This design comes from an exercise in tuning for small area, a short achievable clock period and few clock cycles on the open sky130 flow, not from production work. Where RTL was checked, it was by simulation tests only, not by an equivalence proof against the original. Power and IR drop assume default switching activity.

before:
==> module cpu20, before the edit <==
module cpu20 (
    input             clk,
    input             reset,
    output     [11:0] imem_addr,
    input      [19:0] imem_data,
    output     [10:0] dmem_addr,
    output     [19:0] dmem_wdata,
    output reg        dmem_we,
    input      [19:0] dmem_rdata,
    output reg        halted
);
    wire        misp;         
    wire [11:0] pc_f;
    wire [19:0] instr  = imem_data;
    wire [4:0]  opcode = instr[19:15];
    wire f_rtype = (opcode <= 5'd4);
    wire f_itype = (opcode >= 5'd5) && (opcode <= 5'd9);
    wire f_ld    = (opcode == 5'd10);
    wire f_st    = (opcode == 5'd11);
    wire f_jump  = (opcode == 5'd12);
    wire f_br    = (opcode >= 5'd13) && (opcode <= 5'd17);
    wire f_same  = (instr[14:11] == instr[10:7]);
    reg [4:0] f_aluop;
    always @(*) begin
        case (opcode)
            5'd0, 5'd5: f_aluop = 5'b00001;
            5'd1, 5'd8: f_aluop = 5'b00010;
            5'd2, 5'd6: f_aluop = 5'b00100;
            5'd3, 5'd7: f_aluop = 5'b01000;
            5'd4, 5'd9: f_aluop = 5'b10000;
            default:    f_aluop = 5'b00000;
        endcase
    end
    reg [2:0] f_cond;
    always @(*) begin
        case (opcode)
            5'd13:   f_cond = 3'b001;    
            5'd14:   f_cond = 3'b010;    
            5'd15:   f_cond = 3'b100;    
            5'd16:   f_cond = 3'b011;    
            5'd17:   f_cond = 3'b101;    
            default: f_cond = 3'b000;
        endcase
    end
    wire f_pred  = f_br & (f_same ? f_cond[0] : instr[6]);
    wire [2:0] f_mcond = f_pred ? ~f_cond : f_cond;
    wire [3:0] f_rs1 = (f_st | f_br) ? instr[14:11] : instr[10:7];
    wire [3:0] f_rs2 = (f_st | f_br) ? instr[10:7]  : instr[6:3];
    wire       f_halt = f_jump && (instr[10:0] == pc_f[10:0]) && !pc_f[11];
    wire [6:0]  f_lo;
    wire        f_c7;
    Add7 tlo (.a(pc_f[6:0]), .b(instr[6:0]), .sum(f_lo), .cout(f_c7));
    wire [11:0] pc_inc   = pc_f + 12'd1;
    wire [4:0]  f_hi     = pc_f[11:7];
    wire [4:0]  f_hi_inc = f_hi + 5'd1;
    wire [4:0]  f_hi_dec = f_hi - 5'd1;
    wire        f_neg    = instr[6];
    wire [11:0] pc_other = misp   ? x_alt :
                           f_jump ? {1'b0, instr[10:0]} : pc_inc;
    wire        use_tgt;
    PredictSelect psel (.misp(misp), .same(f_same), .pred_same(f_br & f_cond[0]),
                        .pred_diff(f_br & instr[6]), .sel(use_tgt));
    wire [4:0]  hi_c1    = f_neg ? f_hi : f_hi_inc;
    wire [4:0]  hi_c0    = f_neg ? f_hi_dec : f_hi;
    wire [11:0] pc_next;
    LateSelect7 sel_lo (.s(use_tgt), .a1(f_lo), .a0(pc_other[6:0]), .y(pc_next[6:0]));
    FinalSelectHi sel_hi (.sel(use_tgt), .c(f_c7), .t1(hi_c1), .t0(hi_c0),
                          .o(pc_other[11:7]), .y(pc_next[11:7]));
    reg [3:0]  r_rs1, r_rs2, r_rd;
    reg [6:0]  r_imm;
    reg        r_useimm, r_ld, r_ldst, r_pred;
    reg [4:0]  r_aluop;
    reg        r_wen, r_st, r_halt;      
    reg [2:0]  r_mcond;
    always @(posedge clk or posedge reset) begin
        if (reset) begin
            r_wen   <= 1'b0;
            r_st    <= 1'b0;
            r_halt  <= 1'b0;
            r_mcond <= 3'b000;
        end else begin
            r_wen   <= (f_rtype | f_itype | f_ld) & ~misp;
            r_st    <= f_st & ~misp;
            r_halt  <= f_halt & ~misp;
            r_mcond <= f_mcond & {3{~misp}};
        end
    end
    always @(posedge clk) begin
        r_rs1    <= f_rs1;
        r_rs2    <= f_rs2;
        r_rd     <= instr[14:11];
        r_imm    <= instr[6:0];
        r_useimm <= f_itype | f_ld | f_st;
        r_ldst   <= f_ld | f_st;
        r_ld     <= f_ld;
        r_pred   <= f_pred;
        r_aluop  <= f_aluop;
    end
    wire [19:0] rdata1, rdata2;
    reg  [19:0] x_a, x_b;
    reg  [3:0]  x_rd;
    reg  [4:0]  x_aluop;
    reg         x_ld;
    reg         x_wen;
    reg  [2:0]  x_mcond;
    reg  [11:0] x_alt;
    wire [19:0] x_res;
    wire        fwd1 = x_wen && (x_rd == r_rs1);
    wire        fwd2 = x_wen && (x_rd == r_rs2);
    wire [19:0] r_imm20 = {{13{r_imm[6]}}, r_imm};
    wire [19:0] r_immval = r_ldst ? {9'b0, (r_st ? r_rs2 : r_rs1), r_imm} : r_imm20;
    wire [7:0]  r_k   = {r_imm[6], r_imm} - 8'd1;
    wire [7:0]  r_kx  = r_k ^ {8{r_pred}};
    wire [11:0] r_alt = pc_f + {{4{r_kx[7]}}, r_kx} + {11'b0, r_pred};
    always @(posedge clk or posedge reset) begin
        if (reset) begin
            x_wen   <= 1'b0;
            x_mcond <= 3'b000;
            dmem_we <= 1'b0;
            halted  <= 1'b0;
        end else begin
            x_wen   <= r_wen & ~misp;
            x_mcond <= r_mcond & {3{~misp}};
            dmem_we <= r_st & ~misp;
            if ((r_halt | (f_halt & ~r_st & (r_mcond == 3'b000))) & ~misp)
                halted <= 1'b1;
        end
    end
    always @(posedge clk) begin
        x_a       <= fwd1 ? x_res : rdata1;
        x_b       <= r_useimm ? r_immval : (fwd2 ? x_res : rdata2);
        x_rd      <= r_rd;
        x_aluop   <= r_aluop;
        x_ld      <= r_ld;
        x_alt     <= r_alt;
    end
    wire [19:0] alu_out;
    ALU alu (
        .input1(x_a),
        .input2(x_b),
        .op(x_aluop),
        .ld(x_ld),
        .loadData(dmem_rdata),
        .aluOutput(alu_out)
    );
    assign x_res = alu_out;      
    RegisterFile rf (
        .clock(clk),
        .writeEnable(x_wen),
        .writeRegister(x_rd),
        .WriteData(x_res),
        .ReadRegister1(r_rs1),
        .ReadRegister2(r_rs2),
        .ReadData1(rdata1),
        .ReadData2(rdata2)
    );
    wire equal, lower;
    Compare20 cmp (.a(x_a), .b(x_b), .eq(equal), .lt(lower));
    wire greater = ~equal & ~lower;
    assign misp  = (x_mcond[0] & equal) | (x_mcond[1] & lower) | (x_mcond[2] & greater);
    ProgramCounter pcu (
        .clock(clk),
        .reset(reset),
        .pcNext(pc_next),
        .pcOut(pc_f)
    );
    assign imem_addr  = pc_f;
    assign dmem_wdata = x_a;
    assign dmem_addr  = x_b[10:0];
endmodule
==> flow/config.mk <==
export PLATFORM = sky130hd
export DESIGN_NAME = cpu20
export DESIGN_NICKNAME = cpu20
export VERILOG_FILES = /design/flow/design.v
export SDC_FILE = /design/flow/constraint.sdc
export NUM_CORES = 4
export LEC_CHECK = 0
export CAP_MARGIN = 20
export CORE_MARGIN = 2
export CORE_UTILIZATION = 40
export CTS_CLUSTER_DIAMETER = 100
export CTS_CLUSTER_SIZE = 20
export PLACE_DENSITY = 0.6
export SLEW_MARGIN = 20
export SYNTH_HIERARCHICAL = 1
==> flow/constraint.sdc <==
create_clock -name core_clock -period 10.0 [get_ports {clk}]
set_input_delay 2.0000 -clock core_clock [delete_from_list [all_inputs] [get_ports {clk}]]
set_output_delay 2.0000 -clock core_clock [all_outputs]
set_load 0.01 [all_outputs]
standard.sh (not shown) runs the stock make flow with config.mk's settings and CLKGATE_MAP_FILE= SYNTH_SCRIPT=/design/flow/synth_recipe.tcl, a recipe that flattens the netlist after the stock synthesis.
==> flow/flow/run.sh <==
#!/bin/bash
# Standard synthesis, then the standard layout with repair_timing aiming for
# extra setup slack (a tighter internal target than the 10 ns clock), sizing
# not limited to same-footprint cells, and port buffers of a fixed type.
set -euo pipefail
MARGIN=$(cat flow/margin.txt)
bash standard.sh synth > synth.log 2>&1
bash standard.sh SETUP_SLACK_MARGIN=$MARGIN MATCH_CELL_FOOTPRINT=0 \
  "BUFFER_PORTS_ARGS=-buffer_cell sky130_fd_sc_hd__buf_4" finish > layout.log 2>&1
==> flow/flow/margin.txt <==
7.0
Looking at the reports, before completed the entire flow and the layout it produced met the timing, design-rule and antenna checks.
Testbench counts of before, summed over its fixed seeds: cycles 76,271.
### before -> after
-- flow/design.v --
<<< before, line 199
    wire        fwd2 = x_wen && (x_rd == r_rs2);
    wire [19:0] r_imm20 = {{13{r_imm[6]}}, r_imm};
    wire [19:0] r_immval = r_ldst ? {9'b0, (r_st ? r_rs2 : r_rs1), r_imm} : r_imm20;
    wire [7:0]  r_k   = {r_imm[6], r_imm} - 8'd1;
>>> after, line 199
    wire        fwd2 = x_wen && (x_rd == r_rs2);
    wire [19:0] r_imm20 = {{13{r_imm[6]}}, r_imm};
    wire [19:0] a_next = fwd1 ? x_res : rdata1;
    wire [19:0] r_immval = r_ldst ? {9'b0, (r_st ? r_rs2 : r_rs1), r_imm} : r_imm20;
    wire [7:0]  r_k   = {r_imm[6], r_imm} - 8'd1;
<<< before, line 218
    end
    always @(posedge clk) begin
        x_a       <= fwd1 ? x_res : rdata1;
        x_b       <= r_useimm ? r_immval : (fwd2 ? x_res : rdata2);
        x_rd      <= r_rd;
>>> after, line 219
    end
    always @(posedge clk) begin
        x_a       <= a_next;
        x_b       <= r_useimm ? r_immval : (fwd2 ? x_res : rdata2);
        x_rd      <= r_rd;
<<< before, line 255
        .pcOut(pc_f)
    );
    assign imem_addr  = pc_f;
    assign dmem_wdata = x_a;
    assign dmem_addr  = x_b[10:0];
endmodule
module Compare20 (
>>> after, line 256
        .pcOut(pc_f)
    );
    OutputRegisters outregs (
        .clock(clk), .reset(reset),
        .pcNext(pc_next), .storeNext(a_next), .addrNext(r_immval[10:0]),
        .imemAddr(imem_addr), .dmemWdata(dmem_wdata), .dmemAddr(dmem_addr)
    );
endmodule
module Compare20 (
<<< before, line 333
    assign y = sel ? (c ? t1 : t0) : o;
endmodule
>>> after, line 336
    assign y = sel ? (c ? t1 : t0) : o;
endmodule
module OutputRegisters (
    input             clock,
    input             reset,
    input      [11:0] pcNext,
    input      [19:0] storeNext,
    input      [10:0] addrNext,
    output reg [11:0] imemAddr,
    output reg [19:0] dmemWdata,
    output reg [10:0] dmemAddr
);
    always @(posedge clock or posedge reset) begin
        if (reset)
            imemAddr <= 12'b0;
        else
            imemAddr <= pcNext;
    end
    always @(posedge clock) begin
        dmemWdata <= storeNext;
        dmemAddr  <= addrNext;
    end
endmodule
Findings:
- after: done, clean on timing, DRC and antenna
- [after vs before] count of clock-buffer cells in the layout: higher in after
- Going from before to after, non-clock inverter count in the final layout lost 3; total length of routed wires went down; total of plain and repair buffers excluding clock buffers went down by 47; synthesized area has increased.
- Row sequential share of layout area: after higher / before lower
- Hold slack (after over before): decrease, 0.0038 ns
- Minimum period implied by the final worst setup slack sits lower in after than in before.
Function not checked in after: the RTL went through the layout flow alone.

Another version of the RTL of cpu20 (not shown whole).
Size: about 2000 cells after synthesis, roughly 430 flip-flops, roughly 87 I/O pins, roughly 23000 um^2 of cells after synthesis.
==> module cpu20, before the edit <==
module cpu20 (
    input             clk,
    input             reset,
    output     [11:0] imem_addr,
    input      [19:0] imem_data,
    output     [10:0] dmem_addr,
    output     [19:0] dmem_wdata,
    output reg        dmem_we,
    input      [19:0] dmem_rdata,
    output reg        halted
);
    wire        misp;         
    wire [11:0] pc_f;
    wire [19:0] instr  = imem_data;
    wire [4:0]  opcode = instr[19:15];
    wire f_rtype = (opcode <= 5'd4);
    wire f_itype = (opcode >= 5'd5) && (opcode <= 5'd9);
    wire f_ld    = (opcode == 5'd10);
    wire f_st    = (opcode == 5'd11);
    wire f_jump  = (opcode == 5'd12);
    wire f_br    = (opcode >= 5'd13) && (opcode <= 5'd17);
    wire f_same  = (instr[14:11] == instr[10:7]);
    reg [4:0] f_aluop;
    always @(*) begin
        case (opcode)
            5'd0, 5'd5: f_aluop = 5'b00001;
            5'd1, 5'd8: f_aluop = 5'b00010;
            5'd2, 5'd6: f_aluop = 5'b00100;
            5'd3, 5'd7: f_aluop = 5'b01000;
            5'd4, 5'd9: f_aluop = 5'b10000;
            default:    f_aluop = 5'b00000;
        endcase
    end
    reg [2:0] f_cond;
    always @(*) begin
        case (opcode)
            5'd13:   f_cond = 3'b001;    
            5'd14:   f_cond = 3'b010;    
            5'd15:   f_cond = 3'b100;    
            5'd16:   f_cond = 3'b011;    
            5'd17:   f_cond = 3'b101;    
            default: f_cond = 3'b000;
        endcase
    end
    wire f_pred  = f_br & (f_same ? f_cond[0] : instr[6]);
    wire [2:0] f_mcond = f_pred ? ~f_cond : f_cond;
    wire [3:0] f_rs1 = (f_st | f_br) ? instr[14:11] : instr[10:7];
    wire [3:0] f_rs2 = (f_st | f_br) ? instr[10:7]  : instr[6:3];
    wire       f_halt = f_jump && (instr[10:0] == pc_f[10:0]) && !pc_f[11];
    wire [6:0]  f_lo;
    wire        f_c7;
    Add7 tlo (.a(pc_f[6:0]), .b(instr[6:0]), .sum(f_lo), .cout(f_c7));
    wire [11:0] pc_inc   = pc_f + 12'd1;
    wire [4:0]  f_hi     = pc_f[11:7];
    wire [4:0]  f_hi_inc = f_hi + 5'd1;
    wire [4:0]  f_hi_dec = f_hi - 5'd1;
    wire        f_neg    = instr[6];
    wire [11:0] pc_other = misp   ? x_alt :
                           f_jump ? {1'b0, instr[10:0]} : pc_inc;
    wire        use_tgt;
    PredictSelect psel (.misp(misp), .same(f_same), .pred_same(f_br & f_cond[0]),
                        .pred_diff(f_br & instr[6]), .sel(use_tgt));
    wire [4:0]  hi_c1    = f_neg ? f_hi : f_hi_inc;
    wire [4:0]  hi_c0    = f_neg ? f_hi_dec : f_hi;
    wire [11:0] pc_next;
    LateSelect7 sel_lo (.s(use_tgt), .a1(f_lo), .a0(pc_other[6:0]), .y(pc_next[6:0]));
    FinalSelectHi sel_hi (.sel(use_tgt), .c(f_c7), .t1(hi_c1), .t0(hi_c0),
                          .o(pc_other[11:7]), .y(pc_next[11:7]));
    reg [3:0]  r_rs1, r_rs2, r_rd;
    reg [6:0]  r_imm;
    reg        r_useimm, r_ld, r_ldst, r_pred;
    reg [4:0]  r_aluop;
    reg        r_wen, r_st, r_halt;      
    reg [2:0]  r_mcond;
    always @(posedge clk or posedge reset) begin
        if (reset) begin
            r_wen   <= 1'b0;
            r_st    <= 1'b0;
            r_halt  <= 1'b0;
            r_mcond <= 3'b000;
        end else begin
            r_wen   <= (f_rtype | f_itype | f_ld) & ~misp;
            r_st    <= f_st & ~misp;
            r_halt  <= f_halt & ~misp;
            r_mcond <= f_mcond & {3{~misp}};
        end
    end
    always @(posedge clk) begin
        r_rs1    <= f_rs1;
        r_rs2    <= f_rs2;
        r_rd     <= instr[14:11];
        r_imm    <= instr[6:0];
        r_useimm <= f_itype | f_ld | f_st;
        r_ldst   <= f_ld | f_st;
        r_ld     <= f_ld;
        r_pred   <= f_pred;
        r_aluop  <= f_aluop;
    end
    wire [19:0] rdata1, rdata2;
    reg  [19:0] x_a, x_b;
    reg  [3:0]  x_rd;
    reg  [4:0]  x_aluop;
    reg         x_ld;
    reg         x_wen;
    reg  [2:0]  x_mcond;
    reg  [11:0] x_alt;
    wire [19:0] x_res;
    wire        fwd1 = x_wen && (x_rd == r_rs1);
    wire        fwd2 = x_wen && (x_rd == r_rs2);
    wire [19:0] r_imm20 = {{13{r_imm[6]}}, r_imm};
    wire [19:0] r_immval = r_ldst ? {9'b0, (r_st ? r_rs2 : r_rs1), r_imm} : r_imm20;
    wire [11:0] r_alt = r_pred ? pc_f - r_imm20[11:0] + 12'd1
                               : pc_f + r_imm20[11:0] - 12'd1;
    always @(posedge clk or posedge reset) begin
        if (reset) begin
            x_wen   <= 1'b0;
            x_mcond <= 3'b000;
            dmem_we <= 1'b0;
            halted  <= 1'b0;
        end else begin
            x_wen   <= r_wen & ~misp;
            x_mcond <= r_mcond & {3{~misp}};
            dmem_we <= r_st & ~misp;
            if (r_halt & ~misp)
                halted <= 1'b1;
        end
    end
    always @(posedge clk) begin
        x_a       <= fwd1 ? x_res : rdata1;
        x_b       <= r_useimm ? r_immval : (fwd2 ? x_res : rdata2);
        x_rd      <= r_rd;
        x_aluop   <= r_aluop;
        x_ld      <= r_ld;
        x_alt     <= r_alt;
    end
    wire [19:0] alu_out;
    ALU alu (
        .input1(x_a),
        .input2(x_b),
        .op(x_aluop),
        .aluOutput(alu_out)
    );
    assign x_res = x_ld ? dmem_rdata : alu_out;
    RegisterFile rf (
        .clock(clk),
        .writeEnable(x_wen),
        .writeRegister(x_rd),
        .WriteData(x_res),
        .ReadRegister1(r_rs1),
        .ReadRegister2(r_rs2),
        .ReadData1(rdata1),
        .ReadData2(rdata2)
    );
    wire equal, lower;
    Compare20 cmp (.a(x_a), .b(x_b), .eq(equal), .lt(lower));
    wire greater = ~equal & ~lower;
    assign misp  = (x_mcond[0] & equal) | (x_mcond[1] & lower) | (x_mcond[2] & greater);
    ProgramCounter pcu (
        .clock(clk),
        .reset(reset),
        .pcNext(pc_next),
        .pcOut(pc_f)
    );
    assign imem_addr  = pc_f;
    assign dmem_wdata = x_a;
    assign dmem_addr  = x_b[10:0];
endmodule
==> module PredictSelect, before the edit <==
module PredictSelect (
    input  misp,
    input  same,
    input  pred_same,
    input  pred_diff,
    output sel
);
    assign sel = ~misp & (same ? pred_same : pred_diff);
endmodule
==> module FinalSelectHi, before the edit <==
module FinalSelectHi (
    input        sel,
    input        c,
    input  [4:0] t1,
    input  [4:0] t0,
    input  [4:0] o,
    output [4:0] y
);
    assign y = sel ? (c ? t1 : t0) : o;
endmodule
Settings: LEC_CHECK=0, CAP_MARGIN=20, CORE_MARGIN=2, CORE_UTILIZATION=40, PLACE_DENSITY=0.6, SLEW_MARGIN=20, SYNTH_HIERARCHICAL=1; clock period 10.0 ns.
==> flow/flow/margin.txt <==
6.7
Scripts as last shown in full above: flow/flow/run.sh
The starting point completed without violations.
Next try:
--- a/flow/design.v
+++ b/flow/design.v
@@ -85,6 +85,14 @@
 );
     assign y = s ? a1 : a0;
 endmodule
+module LateSelect5 (
+    input        s,
+    input  [4:0] a1,
+    input  [4:0] a0,
+    output [4:0] y
+);
+    assign y = s ? a1 : a0;
+endmodule
 module cpu20 (
     input             clk,
     input             reset,
@@ -144,15 +152,12 @@
     wire        f_neg    = instr[6];
     wire [11:0] pc_other = misp   ? x_alt :
                            f_jump ? {1'b0, instr[10:0]} : pc_inc;
-    wire        use_tgt;
-    PredictSelect psel (.misp(misp), .same(f_same), .pred_same(f_br & f_cond[0]),
-                        .pred_diff(f_br & instr[6]), .sel(use_tgt));
-    wire [4:0]  hi_c1    = f_neg ? f_hi : f_hi_inc;
-    wire [4:0]  hi_c0    = f_neg ? f_hi_dec : f_hi;
+    wire        use_tgt  = ~misp & ~f_jump & f_pred;
+    wire [4:0]  hi_c1    = use_tgt ? (f_neg ? f_hi : f_hi_inc) : pc_other[11:7];
+    wire [4:0]  hi_c0    = use_tgt ? (f_neg ? f_hi_dec : f_hi) : pc_other[11:7];
     wire [11:0] pc_next;
     LateSelect7 sel_lo (.s(use_tgt), .a1(f_lo), .a0(pc_other[6:0]), .y(pc_next[6:0]));
-    FinalSelectHi sel_hi (.sel(use_tgt), .c(f_c7), .t1(hi_c1), .t0(hi_c0),
-                          .o(pc_other[11:7]), .y(pc_next[11:7]));
+    LateSelect5 sel_hi (.s(f_c7), .a1(hi_c1), .a0(hi_c0), .y(pc_next[11:7]));
     reg [3:0]  r_rs1, r_rs2, r_rd;
     reg [6:0]  r_imm;
     reg        r_useimm, r_ld, r_ldst, r_pred;
@@ -307,22 +312,3 @@
 );
     assign {cout, sum} = {1'b0, a} + {1'b0, b};
 endmodule
-module PredictSelect (
-    input  misp,
-    input  same,
-    input  pred_same,
-    input  pred_diff,
-    output sel
-);
-    assign sel = ~misp & (same ? pred_same : pred_diff);
-endmodule
-module FinalSelectHi (
-    input        sel,
-    input        c,
-    input  [4:0] t1,
-    input  [4:0] t0,
-    input  [4:0] o,
-    output [4:0] y
-);
-    assign y = sel ? (c ? t1 : t0) : o;
-endmodule
After rerunning: Sequential cell count does not change. Wire length climbs by 2.5%. Via count stays flat. Register-to-register slack improves by 0.03 ns. Cell count came out lower by 0.49%. Synthesized cell count drops by 0.41%. Die area stays flat. Power rises by 0.48%. Combinational power hardly moves.
Function was not checked in any run of this note: the RTL went through the layout flow alone.

separate check: timing with driven ports:
How much do the figures lean on ideal ports? The routed layouts below were timed once more, with nothing changed but the port constraints.
Step 1 (the two cells are an assumption about what drives the block):
set clk [get_ports {clk}]
set_driving_cell -lib_cell sky130_fd_sc_hd__clkbuf_16 $clk
set_driving_cell -lib_cell sky130_fd_sc_hd__buf_2 [delete_from_list [all_inputs] $clk]
Step 2 moves the port delays by t, midway between the first and last clock arrival at a register: inputs arrive t later, outputs are due t later. That takes back most of the time a late clock gives input paths.
Three values: no drivers, after step 1, after step 2; two values: the first two.
| run | t, ns | setup WS [ns] | worst data-port slew with drivers (ns) | cell pins on the clock port's net |
|---|---|---|---|---|
| before | 0.628 | 6.835 / 6.778 / 6.288 | 0.07 | 1 |
| after | 0.638 | 6.854 / 6.796 / 6.311 | 0.06 | 1 |
| the first run of note 2 | 0.647 | 6.734 / 6.672 / 6.199 | 0.14 | 1 |
| the second run of note 2 | 0.642 | 6.714 / 6.649 / 6.072 | 0.11 | 1 |
After both steps every run listed still meets setup and hold. For the second run of note 2, which loses most, drivers alone change the setup slack by -0.065 ns; drivers and shift together by -0.642 ns.
